Context: an optimization exercise on an open-source flow, tuned for small area and a short achievable clock period. The choices shown serve that exercise and are no tape-out recipe.
The RTL was checked by simulation tests, not by an equivalence proof against the original design.

## flow/design.v (module list and top-level ports; edited modules follow where they fit)
// module sk_add32: 204 lines
// module booth_mul33: 2277 lines
// module Processor: 208 lines
module Processor(
    input clk,
    input rst,
    input [31:0] instr,  
    input [5:0] dbgSel,  
    output reg [11:0] pc,  
    output [31:0] dbgData,
    output [31:0] rOut
);
  // ...
==> flow/flow/run.sh <==
#!/bin/bash
set -euo pipefail
export SETUP_SLACK_MARGIN=${FLOW_SETUP_MARGIN:-15}
sed 's/"\${@:-finish}"/MATCH_CELL_FOOTPRINT=0 "${@:-finish}"/' standard.sh > standard_nofp.sh
grep -q 'MATCH_CELL_FOOTPRINT=0' standard_nofp.sh
bash standard_nofp.sh > standard.log 2>&1
==> flow/standard.sh <==
#!/bin/bash
# synth_recipe.tcl (not shown) runs the flow's synth.tcl, then flattens the netlist and writes it again
# the make line also repeats each setting of config.mk as NAME=value (left out here)
make -C /OpenROAD-flow-scripts/flow DESIGN_CONFIG=/design/flow/config.mk WORK_HOME=/design/flow/orfs CLKGATE_MAP_FILE= SYNTH_SCRIPT=/design/flow/synth_recipe.tcl "${@:-finish}"
==> flow/config.mk <==
export PLATFORM = sky130hd
export DESIGN_NAME = Processor
export DESIGN_NICKNAME = Processor
export VERILOG_FILES = /design/flow/design.v
export SDC_FILE = /design/flow/constraint.sdc
export NUM_CORES = 4
export LEC_CHECK = 0
export ABC_AREA = 1
export CAP_MARGIN = 20
export CORE_MARGIN = 2
export CORE_UTILIZATION = 40
export CTS_BUF_LIST = sky130_fd_sc_hd__clkbuf_8
export CTS_CLUSTER_SIZE = 12
export PLACE_DENSITY = 0.5
export SLEW_MARGIN = 20
export TNS_END_PERCENT = 0
==> flow/constraint.sdc <==
create_clock -name core_clock -period 30.0 [get_ports {clk}]
set_input_delay 6.0000 -clock core_clock [delete_from_list [all_inputs] [get_ports {clk}]]
set_output_delay 6.0000 -clock core_clock [all_outputs]
set_load 0.01 [all_outputs]
==> flow_summary.toml, run 1 <==
[run_status]
status = "failed layout checks"
so_faults = "max-capacitance violations, max-slew violations"

[layout]
largestRegisters = "Rn: 1024 flops, Mn: 256 flops"
final_area_um2 = 119000
seq_cell_count = 1446

[worst_hold_path]
hold_depth = 2
hp-class = "reg -> reg"
hp-start = "valid[16]"

[clocking]
clockBufferDepth = 4
insertion_delay_ns = 1.08
clock-sinks = 1446

[grt]
grt_pass1_vias = 106286
met3_usage_pct = 33.9

[job]
drv_cap = 3

[setup_path]
crit_cells = 15
required_ns = 24.00
critPathKind = "in -> out"

[synth]
synth_cell_type_count = 78
synth_xor_area_share_pct = 5.19
synth-compound-area-share_pct = 17.8

[placed_design]
place_congestion = 1.14

[route]
num_vias = 118901
met1_length_um = 244000

[floorplan]
die_w_um = 509

[sta]
maxSlewViolCount = 15
==> inputs of run 2 (changes only) <==
--- a/flow/config.mk
+++ b/flow/config.mk
@@ -12,2 +12,3 @@
 export CTS_BUF_LIST = sky130_fd_sc_hd__clkbuf_8
+export CTS_CLUSTER_DIAMETER = 45
 export CTS_CLUSTER_SIZE = 12
==> run 2 against run 1 <==
  * Fails layout checks on antenna violations, max-capacitance violations, max-slew violations
  * Fmax fell by 1.2%
  * Routed wire length decreased by 0.27%
  * Register-to-register slack got worse by 0.15 ns
  * Hold slack better by 0.0026 ns
  * Die area is the same
  * Critical path depth down 4
==> flow_summary.toml, run 2 <==
[run_status]
status = "failed layout checks"
so_faults = "antenna violations, max-capacitance violations, max-slew violations"

[layout]
multi_input_area_um2 = 54800
drive_gt1_share_pct = 14.5
largest_reg_flops = 1024
instances_no_fill = 15345
largestRegisters = "Rn: 1024 flops, Mn: 256 flops"
regArea_um2 = 42100
area_growth_pct = 17.1
nNetsFinal = 12310
final_common_cell = "o22ai_1"
layout_common_cells = "o22ai_1 (1,554), nand2_1 (1,489), edfxtp_1 (1,280)"
nFillCells = 24362
regMostFlops = "Rn"

[floorplan]
fp.dieH_um = 509
floorplan.initialDensity_pct = 40.2
coreArea_um2 = 254000
die_w_um = 509
io_pins = 116
rows = 185
die-area_um2 = 259000

[clocking]
insertion_delay_ns = 1.14
cts_htree_levels = 4
cts_root_buffer = "clkbuf_8"
hold_buffers = 0
cts_tree = "yes"
clockBufferDepth = 3
clock-sinks = 1446
clk_pin_slew_ns = 0.07
numCtsBuffers = 215

[sta]
finalCriticalPeriod_ns = 15.77
worst_pin_slew_ns = 1.55
maxSlewViolCount = 13
skew_ns = 0.0740
setup_viol = 0
hold_ws_ns = 0.468
hold_violations = 0
max-slew-margin-rel_pct = -3.42
setup_tns_ns = 0
finalCritPeriodShare_pct = 52.6
timing.final.ws_setup_ns = 14.23
fmaxAchievable_mhz = 63.4
rsz0062_at_grt = "yes"

[synth]
yosysMostFrequentCell = "o22ai_1"
yosys.area.top_type = "edfxtp_1"
yosysTopAreaCellShare_pct = 37.7
yosysSeqAreaShare_pct = 41.2
synth-seq-cells = 1446
synth_area_per_cell_um2 = 9.03
netlist_top_cells_count = "o22ai_1 (1,567), nand2_1 (1,560), edfxtp_1 (1,280), inv_1 (1,074), nor2_1 (834)"
synth_cell_type_count = 78
syn_inst = 11289
ys.warnings.count = 3
syn_nets = 11996
syn_area_um2 = 102000
synth_area_leaders = "edfxtp_1 (38%), o22ai_1 (9.6%), fa_1 (9.3%), nand2_1 (5.7%), xor2_1 (5.1%)"
async_flop_share_pct = 3.67
synthFlopType = "edfxtp_1"
synth_enable_flop_cells = 1280

[grt]
antenna_found_initial = 134
track_usage_pct = 58.1
grt_pass1_vias = 105977
grt_remaining_overflow = 0
grt_pass1_wl_um = 1000000
grt_max_degree = 64

[setup_path]
critPathKind = "in -> out"
r2r_slack_ns = 19.63
cp-start-kind = "primary input"
crit_chain = "clkbuf_2, nor2_4, clkinvlp_4, buf_4, nor2_1, nand2_2, buf_4, inv_1, nand2_1, nand4_1, buf_2"
timing.rr.start = "pB[11]"
worst_ep_arrival_time_ns = 9.77
slowest_stage = "buf_4"
r2r-end = "pB[27]"
crit_top_cell = "buf_4"
end_kind = "primary output"
cpPeakStageDelay_ns = 0.81
cp_max_fo = 22
r2r_cells = 35
required_ns = 24.00

[worst_hold_path]
hp-class = "reg -> reg"
hp-start = "valid[0]"
hold_depth = 2
min_delay_worst_endpoint = "valid[0]"

[route]
drtIter0Drc = 26462
drt_wl_total_um = 780000
routedWlPerCell_um = 50.9
drt_pass1_iterations = 17
routed_via_density = 7.73
drtAntennaViolNets = 2
post-route-drc-count = 0
num_vias = 118639

[job]
drv_cap = 1

[placed_design]
dp_cells = 14570
place_ws_ns = 12.66
dp_hpwl_um = 514000
port_buffers = 115
place_congestion = 1.14
[run 2: cell counts after synthesis]
Identical to the previous run, type by type.
[run 2: layout make-up]
class | instances | share of cell area [%]
Timing Repair inverter | 9 | 0.0419
Tap cell | 3366 | 3.53
Sequential cell | 1446 | 35.3
Clock inverter | 181 | 1.78
Multi-Input combinational cell | 7966 | 45.9
Timing Repair Buffer | 809 | 6.79
Clock buffer | 216 | 2.49
Antenna cell | 196 | 0.411
Inverter | 1156 | 3.80
[run 2: critical path: cells and delay by family]
family	cells	cell delay, ns
AND/OR/NAND/NOR	5	1.41
buffers and inverters	6	2.24
[run 2: how the worst max path moves through the flow]
stage / start / to / slack (ns) / cells past startpoint
floorplan: dbgSel[4] / dbgData[14] / 15.69 / 13
global placement: dbgSel[1] / dbgData[6] / 12.31 / 14
detailed placement: dbgSel[5] / dbgData[13] / 12.66 / 14
CTS: dbgSel[0] / dbgData[12] / 14.65 / 16
global route: pB[11] / dbgData[26] / 14.31 / 37
finish: dbgSel[5] / dbgData[15] / 14.23 / 11
[run 2: metrics by stage]
stage	cell area, um2	utilization [%]
2_1_floorplan	102000	-
3_3_place_gp	109000	42.9
3_5_place_dp	109000	42.9
4_1_cts	117000	46.3
5_1_grt	119000	46.9
6_report	119000	47.1
[run 2: timing repair]
action	4_1_cts	5_1_grt
resized for setup	678	168
gates cloned	22	8
setup buffers	91	59
hold endpoints to repair	0	0
pin swaps	37	32
endpoints found under the setup margin	64	64
[run 2: kinds of logic after synthesis]
| kind of cell | Yosys count | share of synthesized area, % |
|---|---|---|
| AOI/OAI and AO/OA | 2864 | 17.8 |
| other | 1 | 0.00368 |
| DFF | 1446 | 41.2 |
| xor gates and xnor gates | 604 | 5.19 |
| muxes | 2 | 0.0221 |
| buffers and inverters | 1877 | 7.12 |
| adders and majority gates | 667 | 11.7 |
| and+or+nand+nor | 3828 | 16.9 |
[run 2: layer usage]
layer | GRT usage, % | vias to the layer above | routed length, um
li1 | - | 41840 | -
met1 | 62.1 | 56872 | 244000
met2 | 78.4 | 14304 | 299000
met3 | 33.7 | 5557 | 131000
met4 | 55.4 | 66 | 105000
met5 | 8.52 | - | 2100
==> inputs of run 3 (changes only) <==
--- a/flow/config.mk
+++ b/flow/config.mk
@@ -8,3 +8,3 @@
 export ABC_AREA = 1
-export CAP_MARGIN = 20
+export CAP_MARGIN = 40
 export CORE_MARGIN = 2
@@ -15,3 +15,3 @@
 export PLACE_DENSITY = 0.5
-export SLEW_MARGIN = 20
+export SLEW_MARGIN = 40
 export TNS_END_PERCENT = 0
==> run 3 against run 2 <==
  * Now clean on timing, DRC and antenna
  * First-iteration DRC count shrank 4.9%
  * Sequential share of layout area is 0.068 points lower
  * Critical path depth rose by 1
  * Setup slack gained 0.096 ns
  * Routed wire length is essentially flat
  * Via count is 0.23% lower
  * Critical endpoint unchanged
  * Largest cell class unchanged
==> flow_summary.toml, run 3 <==
[run_status]
status = "no timing/DRC/antenna violations"

[placed_design]
port_buffers = 115
dp_cells = 14582
dp_hpwl_um = 515000
place_congestion = 1.14

[grt]
grt_remaining_overflow = 0
grt_max_degree = 64
grt_pass1_vias = 105465
antenna_found_initial = 123
grt_pass1_wl_um = 1000000
track_usage_pct = 57.9

[setup_path]
crit_start = "dbgSel[4]"
worst_ep_arrival_time_ns = 9.67
required_ns = 24.00
cp_max_fo = 22
end_kind = "primary output"
timing.rr.start = "pB[15]"
r2r_slack_ns = 20.13
critPathKind = "in -> out"
r2r-end = "pB[29]"
cp-start-kind = "primary input"
r2r_cells = 35

[floorplan]
rows = 185
io_pins = 116
floorplan.initialDensity_pct = 40.2
die_w_um = 509
coreArea_um2 = 254000
fp.dieH_um = 509
die-area_um2 = 259000

[clocking]
cts_root_buffer = "clkbuf_8"
clock-sinks = 1446
cts_htree_levels = 4
clockBufferDepth = 4
insertion_delay_ns = 1.10
numCtsBuffers = 221
hold_buffers = 0
clk_pin_slew_ns = 0.07
cts_tree = "yes"

[layout]
area_growth_pct = 17.4
largestRegisters = "Rn: 1024 flops, Mn: 256 flops"
regMostFlops = "Rn"
nNetsFinal = 12326
largest_reg_flops = 1024
drive_gt1_share_pct = 14.8
final_common_cell = "o22ai_1"
instances_no_fill = 15308
nFillCells = 24286
layout_common_cells = "o22ai_1 (1,553), nand2_1 (1,490), edfxtp_1 (1,280)"

[sta]
maxSlewViolCount = 0
setup_tns_ns = 0
finalCritPeriodShare_pct = 52.2
skew_ns = 0.0922
worst_pin_slew_ns = 1.12
setup_viol = 0
finalCriticalPeriod_ns = 15.67
max-slew-margin-rel_pct = 25.2
hold_violations = 0
rsz0062_at_grt = "yes"
fmaxAchievable_mhz = 63.8

[synth]
synth_cell_type_count = 78
ys.warnings.count = 3
syn_inst = 11289
synth_area_leaders = "edfxtp_1 (38%), o22ai_1 (9.6%), fa_1 (9.3%), nand2_1 (5.7%), xor2_1 (5.1%)"
netlist_top_cells_count = "o22ai_1 (1,567), nand2_1 (1,560), edfxtp_1 (1,280), inv_1 (1,074), nor2_1 (834)"
synthFlopType = "edfxtp_1"
yosys.area.top_type = "edfxtp_1"
yosysMostFrequentCell = "o22ai_1"
async_flop_share_pct = 3.67
synth_enable_flop_cells = 1280
syn_nets = 11996
yosysTopAreaCellShare_pct = 37.7
synth_area_per_cell_um2 = 9.03
syn_area_um2 = 102000
synth-seq-cells = 1446
yosysSeqAreaShare_pct = 41.2

[route]
drt_pass1_iterations = 14
drtAntennaViolNets = 0
drt_wl_total_um = 780000
num_vias = 118362
routed_via_density = 7.73
drtIter0Drc = 25176
post-route-drc-count = 0
routedWlPerCell_um = 51.0

[job]
drv_cap = 0

[worst_hold_path]
hp-start = "valid[5]"
hp-class = "reg -> reg"
hold_depth = 2
min_delay_worst_endpoint = "valid[5]"
==> run 3: worst max-delay path, stage by stage <==
cell and delay [ns]:
clkbuf_2 0.16, inv_2 0.14, nor2_4 0.07, clkinvlp_4 0.13, buf_4 0.15, nor2_1 0.09, nand2_2 0.37, buf_4 0.75
inv_1 0.49, nand2_1 0.39, nand4_1 0.52, buf_2 0.33
==> run 3: per-stage QoR <==
step / hold slack, ns / util, % / cell area (um2) / worst slack [ns]
floorplan: 0.423 / - / 102000 / 15.69
global placement: 0.440 / 42.9 / 109000 / 12.31
detailed placement: 0.448 / 43.1 / 109000 / 12.70
CTS: 0.465 / 46.2 / 117000 / 14.67
global route: 0.481 / 47.0 / 119000 / 14.55
finish: 0.467 / 47.1 / 120000 / 14.33
==> run 3: kinds of logic (layout without fill, tap and decap cells) <==
group,after synthesis,in the layout,share of synthesized area [%]
adders and majority gates,667,667,11.7
xor gates and xnor gates,604,604,5.19
DFF,1446,1446,41.2
and+or+nand+nor,3828,3828,16.9
other,1,152,0.00368
buffers and inverters,1877,2379,7.12
AOI/OAI and AO/OA,2864,2864,17.8
muxes,2,2,0.0221
==> run 3: worst max path at each step <==
stage	depth (start not counted)	endpoint	slack (ns)
3_5_place_dp	16	dbgData[14]	12.70
2_1_floorplan	13	dbgData[14]	15.69
3_3_place_gp	14	dbgData[6]	12.31
5_1_grt	40	dbgData[30]	14.55
6_report	12	dbgData[15]	14.33
4_1_cts	36	rOut[4]	14.67
==> run 3: layout make-up <==
class                      count  area [um2]  share of cell area [%]
sequential                  1446       42100                    35.2
timing repair buffer         823        8440                    7.06
inverter                    1156        4560                    3.81
multi-input combinational   7966       55000                    46.0
antenna                      151         378                   0.316
clock buffer                 225        3100                    2.59
tap                         3366        4210                    3.52
timing repair inverter         5        25.0                  0.0209
clock inverter               170        1760                    1.47
==> run 3: what timing repair did <==
action                                  4_1_cts  5_1_grt
resized for setup                           627      262
gates cloned                                 15       15
hold endpoints to repair                      0        0
endpoints found under the setup margin       64       64
pin swaps                                    32       38
setup buffers                                71       71
==> run 3: per-layer routing <==
| layer | track usage (%) | share of wire [%] |
|---|---|---|
| met2 | 78.1 | 38 |
| met1 | 62.4 | 31 |
| met3 | 32.6 | 17 |
| met4 | 56.1 | 13 |
| met5 | 5.74 | 0.27 |

-- separate check: timing with driven ports --
No port has a modelled driver above. Below, the same layouts with a new extraction and two added sets of constraints.
Step 1, drivers: a clkbuf_16 drives clk and a buf_2 each remaining input, both assumed.
Step 2 also shifts input and output timing later by t, the mid clock arrival at the registers, as if the neighbouring blocks saw the same clock.
a / b / c = ideal ports / drivers / drivers and shift; a / b = the first two.
run	t (ns)	slack for setup (ns)	worst setup path after step 2	clock arrival spread, ns	worst register clock-pin slew, ns
run 1	1.118	14.419 / 14.302 / 14.302	input to output	0.106 / 0.106	0.08 / 0.08
run 2	1.204	14.235 / 14.204 / 14.204	input to output	0.076 / 0.076	0.10 / 0.10
run 3	1.167	14.330 / 14.302 / 14.302	input to output	0.093 / 0.093	0.09 / 0.09
For run 1, which loses most, drivers alone change the setup slack by -0.117 ns; drivers and shift together by -0.117 ns.
